Source: an optimization exercise on an open RTL-to-GDS flow (aim: small area and a short achievable clock period). Production flows keep margins and buffers that such runs may drop. Function was checked by simulation only, so behaviour that the tests miss may differ from the original.

==> exp/fjord: inputs <==
## top
module top(clk,reset,data,valid,ready,result);
    input clk,reset;
    input [9:0]data;
    input valid;
    output ready;
    output [8:0]result;
    reg  [9:0] buf_q [0:8];
    reg  [3:0] wptr;             
    reg  [3:0] pptr;             
    reg        took;             
    reg        dv;               
    reg        w2, w3;           
    reg        done_d, rdy;
    reg  [3:0] x, y, z;
    reg  [1:0] kind;             
    reg  [8:0] res;
    function [3:0] inc9;
        input [3:0] p;
        case (p)
            4'd0: inc9 = 4'd1;
            4'd1: inc9 = 4'd2;
            4'd2: inc9 = 4'd3;
            4'd3: inc9 = 4'd4;
            4'd4: inc9 = 4'd5;
            4'd5: inc9 = 4'd6;
            4'd6: inc9 = 4'd7;
            4'd7: inc9 = 4'd8;
            default: inc9 = 4'd0;
        endcase
    endfunction
    function [3:0] inc9x2;
        input [3:0] p;
        case (p)
            4'd0: inc9x2 = 4'd2;
            4'd1: inc9x2 = 4'd3;
            4'd2: inc9x2 = 4'd4;
            4'd3: inc9x2 = 4'd5;
            4'd4: inc9x2 = 4'd6;
            4'd5: inc9x2 = 4'd7;
            4'd6: inc9x2 = 4'd8;
            4'd7: inc9x2 = 4'd0;
            default: inc9x2 = 4'd1;
        endcase
    endfunction
    wire [3:0] wptr_inc = inc9(wptr);
    wire [3:0] pptr_inc = inc9(pptr);
    wire [3:0] rptr     = took ? pptr_inc : pptr;          
    wire [3:0] rptr_inc = took ? inc9x2(pptr) : pptr_inc;
    wire [9:0] last = buf_q[pptr];
    wire [3:0] la   = last[3:0];
    wire [3:0] lb   = last[7:4];
    wire [1:0] lop  = last[9:8];
    wire lbz        = (lb == 4'd0);
    wire long_last  = lop[1] && (!lop[0] || !lbz);
    wire busy1      = took && long_last;                   
  ...
==> module top, before the edit <==
module top(clk,reset,data,valid,ready,result);
    input clk,reset;
    input [9:0]data;
    input valid;
    output ready;
    output [8:0]result;
    reg  [9:0] buf_q [0:8];
    reg  [3:0] wptr;             
    reg  [3:0] pptr;             
    reg        took;             
    reg        dv;               
    reg        w2, w3;           
    reg        done_d, rdy;
    reg  [3:0] x, y, z;
    reg  [1:0] kind;             
    reg  [8:0] res;
    function [3:0] inc9;
        input [3:0] p;
        case (p)
            4'd0: inc9 = 4'd1;
            4'd1: inc9 = 4'd2;
            4'd2: inc9 = 4'd3;
            4'd3: inc9 = 4'd4;
            4'd4: inc9 = 4'd5;
            4'd5: inc9 = 4'd6;
            4'd6: inc9 = 4'd7;
            4'd7: inc9 = 4'd8;
            default: inc9 = 4'd0;
        endcase
    endfunction
    function [3:0] inc9x2;
        input [3:0] p;
        case (p)
            4'd0: inc9x2 = 4'd2;
            4'd1: inc9x2 = 4'd3;
            4'd2: inc9x2 = 4'd4;
            4'd3: inc9x2 = 4'd5;
            4'd4: inc9x2 = 4'd6;
            4'd5: inc9x2 = 4'd7;
            4'd6: inc9x2 = 4'd8;
            4'd7: inc9x2 = 4'd0;
            default: inc9x2 = 4'd1;
        endcase
    endfunction
    wire [3:0] wptr_inc = inc9(wptr);
    wire [3:0] pptr_inc = inc9(pptr);
    wire [3:0] rptr     = took ? pptr_inc : pptr;          
    wire [3:0] rptr_inc = took ? inc9x2(pptr) : pptr_inc;
    wire [9:0] last = buf_q[pptr];
    wire [3:0] la   = last[3:0];
    wire [3:0] lb   = last[7:4];
    wire [1:0] lop  = last[9:8];
    wire lbz        = (lb == 4'd0);
    wire long_last  = lop[1] && (!lop[0] || !lbz);
    wire busy1      = took && long_last;                   
    wire full     = dv && (wptr == rptr);
    wire compute  = !busy1 && !w2;
    wire take     = dv && compute;
    wire nonempty = dv ? (wptr != rptr_inc) : (wptr != rptr);
    wire rd       = nonempty && (!dv || compute);
    integer i;
    always @(posedge clk) begin
        for (i = 0; i < 9; i = i + 1)
            if (!full && wptr == i) buf_q[i] <= data;
    end
    always @(posedge clk or posedge reset) begin
        if (reset) begin
            wptr <= 0;
            pptr <= 0;
            took <= 0;
            dv <= 0;
            w2 <= 0;
            w3 <= 0;
            done_d <= 0;
            rdy <= 0;
        end else begin
            if (valid && !full) wptr <= wptr_inc;
            pptr <= rptr;
            took <= take;
            if (rd) dv <= 1'b1;
            else if (compute) dv <= 1'b0;
            w2 <= busy1;
            w3 <= w2;
            done_d <= (took && !long_last) || w3;
            rdy <= done_d;
        end
    end
    wire [4:0] dt   = {x, y[3]} - {1'b0, z};
    wire       dge  = !dt[4];
    wire [3:0] dx   = dge ? dt[3:0] : {x[2:0], y[3]};
    wire [3:0] dy   = {y[2:0], dge};
    wire [4:0] ms   = {1'b0, x} + {1'b0, z & {4{y[0]}}};
    wire [3:0] mx   = ms[4:1];
    wire [3:0] my   = {ms[0], y[3:1]};
    wire [3:0] sx   = kind[0] ? dx : mx;
    wire [3:0] sy   = kind[0] ? dy : my;
    wire ldiv0 = (lop == 2'b11) && lbz;
    wire dge1  = la[3] && (lb == 4'd1);
    reg  [3:0] lx, ly;
    always @(*) begin
        case (lop)
            2'b10: begin lx = {1'b0, lb[3:1] & {3{la[0]}}}; ly = {la[0] & lb[0], la[3:1]}; end
            2'b11: begin lx = {3'b000, la[3] && !dge1};     ly = lbz ? 4'd0 : {la[2:0], dge1}; end
            default: begin lx = 4'd0;                       ly = la; end
        endcase
    end
    always @(posedge clk) begin
        if (took) begin
            x <= lx;
            y <= ly;
        end else begin
            x <= sx;
            y <= sy;
        end
        if (took) begin
            z <= lb;
            kind <= ldiv0 ? 2'b00 : lop;
        end
    end
    wire       sub = (kind == 2'b01);
    wire [4:0] as  = {1'b0, y} + {sub, z ^ {4{sub}}} + {4'd0, sub};
    always @(posedge clk) begin
        case (kind)
            2'b10:   res <= {1'b0, mx, my};
            2'b11:   res <= {5'd0, dy};
            2'b01:   res <= {{4{as[4]}}, as};
            default: res <= {4'd0, as};
        endcase
    end
    assign ready  = rdy;
    assign result = res;
endmodule
Settings: LEC_CHECK=0, CAP_MARGIN=20, CORE_MARGIN=2, CORE_UTILIZATION=40, PLACE_DENSITY=0.6, SLEW_MARGIN=20; clock period 14.0 ns.
standard.sh (not shown) runs the stock make flow with config.mk's settings and CLKGATE_MAP_FILE= SYNTH_SCRIPT=/design/flow/synth_recipe.tcl, a recipe that flattens the netlist after the stock synthesis.
==> flow/flow/run.sh <==
#!/bin/bash
# Standard layout with faster port buffers and no CTS dummy loads.
set -uo pipefail
export BUFFER_PORTS_ARGS="-buffer_cell sky130_fd_sc_hd__buf_4"
export CTS_ARGS="-sink_clustering_enable -repair_clock_nets -dont_use_dummy_load"
bash standard.sh > standard.log 2>&1
==> exp/delta: changes against exp/fjord <==
==> flow/flow/run.sh (replaced) <==
#!/bin/bash
# Standard layout with faster port buffers, a lighter clock tree, and the
# resizer's setup repair aimed well below the clock period.
set -uo pipefail
export BUFFER_PORTS_ARGS="-buffer_cell sky130_fd_sc_hd__buf_2"
export CTS_ARGS="-sink_clustering_enable -repair_clock_nets -dont_use_dummy_load -buf_list sky130_fd_sc_hd__clkbuf_8 -sink_clustering_size 30 -sink_clustering_max_diameter 100"
export SETUP_SLACK_MARGIN=10.4
bash standard.sh > standard.log 2>&1
==> exp/violet: changes against exp/fjord <==
--- a/flow/design.v
+++ b/flow/design.v
@@ -60,6 +60,11 @@
     wire rd       = nonempty && (!dv || compute);
+    reg  [8:0] wsel;
     integer i;
+    always @(*) begin
+        for (i = 0; i < 9; i = i + 1)
+            wsel[i] = !full && (wptr == i);
+    end
     always @(posedge clk) begin
         for (i = 0; i < 9; i = i + 1)
-            if (!full && wptr == i) buf_q[i] <= data;
+            if (valid && wsel[i]) buf_q[i] <= data;
     end
==> flow/run.sh (new file) <==
#!/bin/bash
# synth_recipe.tcl (not shown) runs the flow's synth.tcl, then flattens the netlist and writes it again
# the make line also repeats each setting of config.mk as NAME=value (left out here)
make -C /OpenROAD-flow-scripts/flow DESIGN_CONFIG=/design/flow/config.mk WORK_HOME=/design/flow/orfs CLKGATE_MAP_FILE= SYNTH_SCRIPT=/design/flow/synth_recipe.tcl finish
removed: flow/flow/run.sh
removed: flow/standard.sh
==> exp/juniper: changes against exp/fjord <==
==> flow/design.v (replaced) <==
module top(clk,reset,data,valid,ready,result);
    input clk,reset;
    input [9:0]data;
    input valid;
    output ready;
    output [8:0]result;
    reg  [9:0] buf_q [0:8];
    reg  [3:0] wptr, rptr;       
    reg        dv;               
    reg  [1:0] st;               
    reg        done, done_d, rdy;
    reg  [9:0] op_q;
    reg  [7:0] res1;
    reg  [8:0] res2;
    wire [3:0] wptr_inc = (wptr == 4'd8) ? 4'd0 : wptr + 4'd1;
    wire [3:0] rptr_inc = (rptr == 4'd8) ? 4'd0 : rptr + 4'd1;
    wire full    = dv && (wptr == rptr);              
    wire compute = (st == 2'd0);
    wire take    = dv && compute;
    wire nonempty = dv ? !(wptr == rptr_inc) : !(wptr == rptr);
    wire rd      = nonempty && (!dv || compute);
    wire wr      = valid && !full;
    wire [9:0] head = buf_q[rptr];
    wire [1:0] hop  = head[9:8];
    wire long_op    = hop[1] && (!hop[0] || head[7:4] != 4'd0);
    integer i;
    always @(posedge clk) begin
        for (i = 0; i < 9; i = i + 1)
            if (wr && wptr == i) buf_q[i] <= data;
    end
    always @(posedge clk or posedge reset) begin
        if (reset) begin
            wptr <= 0;
            rptr <= 0;
            dv <= 0;
            st <= 0;
            done <= 0;
            done_d <= 0;
            rdy <= 0;
        end else begin
            if (wr) wptr <= wptr_inc;
            if (take) rptr <= rptr_inc;
            if (rd) dv <= 1'b1;
            else if (compute) dv <= 1'b0;
            case (st)
                2'd0: st <= (take && long_op) ? 2'd1 : 2'd0;
                2'd1: st <= 2'd2;
                default: st <= 2'd0;
            endcase
            done <= (take && !long_op) || (st == 2'd2);
            done_d <= done;
            rdy <= done_d;
        end
    end
    always @(posedge clk) begin
        if (take) op_q <= head;
    end
    wire [3:0] a = op_q[3:0];
    wire [3:0] b = op_q[7:4];
    reg  [7:0] alu;
    always @(*) begin
        case (op_q[9:8])
            2'b00: alu = a + b;
            2'b01: alu = a - b;
            2'b10: alu = a * b;
            default: alu = (b == 4'd0) ? 8'd0 : a / b;
        endcase
    end
    always @(posedge clk) begin
        res1 <= alu;
        res2 <= {&res1[7:4], res1};
    end
    assign ready  = rdy;
    assign result = res2;
endmodule
==> flow/run.sh (new file) <==
#!/bin/bash
# synth_recipe.tcl (not shown) runs the flow's synth.tcl, then flattens the netlist and writes it again
# the make line also repeats each setting of config.mk as NAME=value (left out here)
make -C /OpenROAD-flow-scripts/flow DESIGN_CONFIG=/design/flow/config.mk WORK_HOME=/design/flow/orfs CLKGATE_MAP_FILE= SYNTH_SCRIPT=/design/flow/synth_recipe.tcl finish
removed: flow/flow/run.sh
removed: flow/standard.sh
==> run notes <==
|  | exp/fjord | exp/delta | exp/juniper | exp/violet |
|---|---|---|---|---|
| Status | complete, no violations | complete, no violations | complete, no violations | complete, no violations |
| Share of cells above drive strength 1 | 11.9% | 13.2% | 8.81% | 10.9% |
| Final #Nets | 538 | 537 | 700 | 522 |
| Worst hold path startpoint | done_d | done_d | res1[1] | done_d |
| Share of cell area taken by multi-input logic gates | 32.7% | 34.0% | 38.7% | 30.7% |
| Total die area | 16000 um2 | 16000 um2 | 18600 um2 | 15700 um2 |
| Clock sink count | 127 | 127 | 131 | 127 |
| Slew at the pin closest to its max-slew limit | 929 ps | 840 ps | 976 ps | 1010 ps |
| Placed cells | 662 | 661 | 830 | 646 |
| Die outline height | 126 um | 126 um | 137 um | 125 um |
| Max Clock Skew | 16.0 ps | 23.9 ps | 11.9 ps | 6.90 ps |

static timing again, ports no longer ideal:
How much do the figures lean on ideal ports? The routed layouts below were timed once more, with nothing changed but the port constraints.
Step 1 assumes that a clkbuf_16 drives the clock port and a buf_2 every other input.
Step 2 adds t to the input delays and takes it off the output delays; t is the mean of the earliest and latest rising clock arrival at the registers after step 1. Input paths then give back, and output paths get back, about the clock's delay inside the block.
a / b / c = no drivers / after step 1 / after step 2; a / b = the first two.
run | t (ns) | slack for setup (ns) | worst hold slack (ns) | worst setup path at the end | worst data-port slew with drivers (ns)
exp/fjord | 0.445 | 10.265 / 10.265 / 10.265 | 0.348 / 0.348 / 0.348 | register to register | 0.03
exp/delta | 0.465 | 10.286 / 10.251 / 10.459 | 0.356 / 0.356 / 0.356 | input to register | 0.03
exp/violet | 0.456 | 9.564 / 9.574 / 9.118 | 0.347 / 0.347 / 0.347 | input to register | 0.03
exp/juniper | 0.447 | 5.166 / 5.166 / 5.166 | 0.324 / 0.324 / 0.324 | register to register | 0.04
After both steps setup and hold are still met in every run listed. The setup slack of exp/violet, which loses most, moves by +0.010 ns with the drivers and by -0.446 ns with both steps.
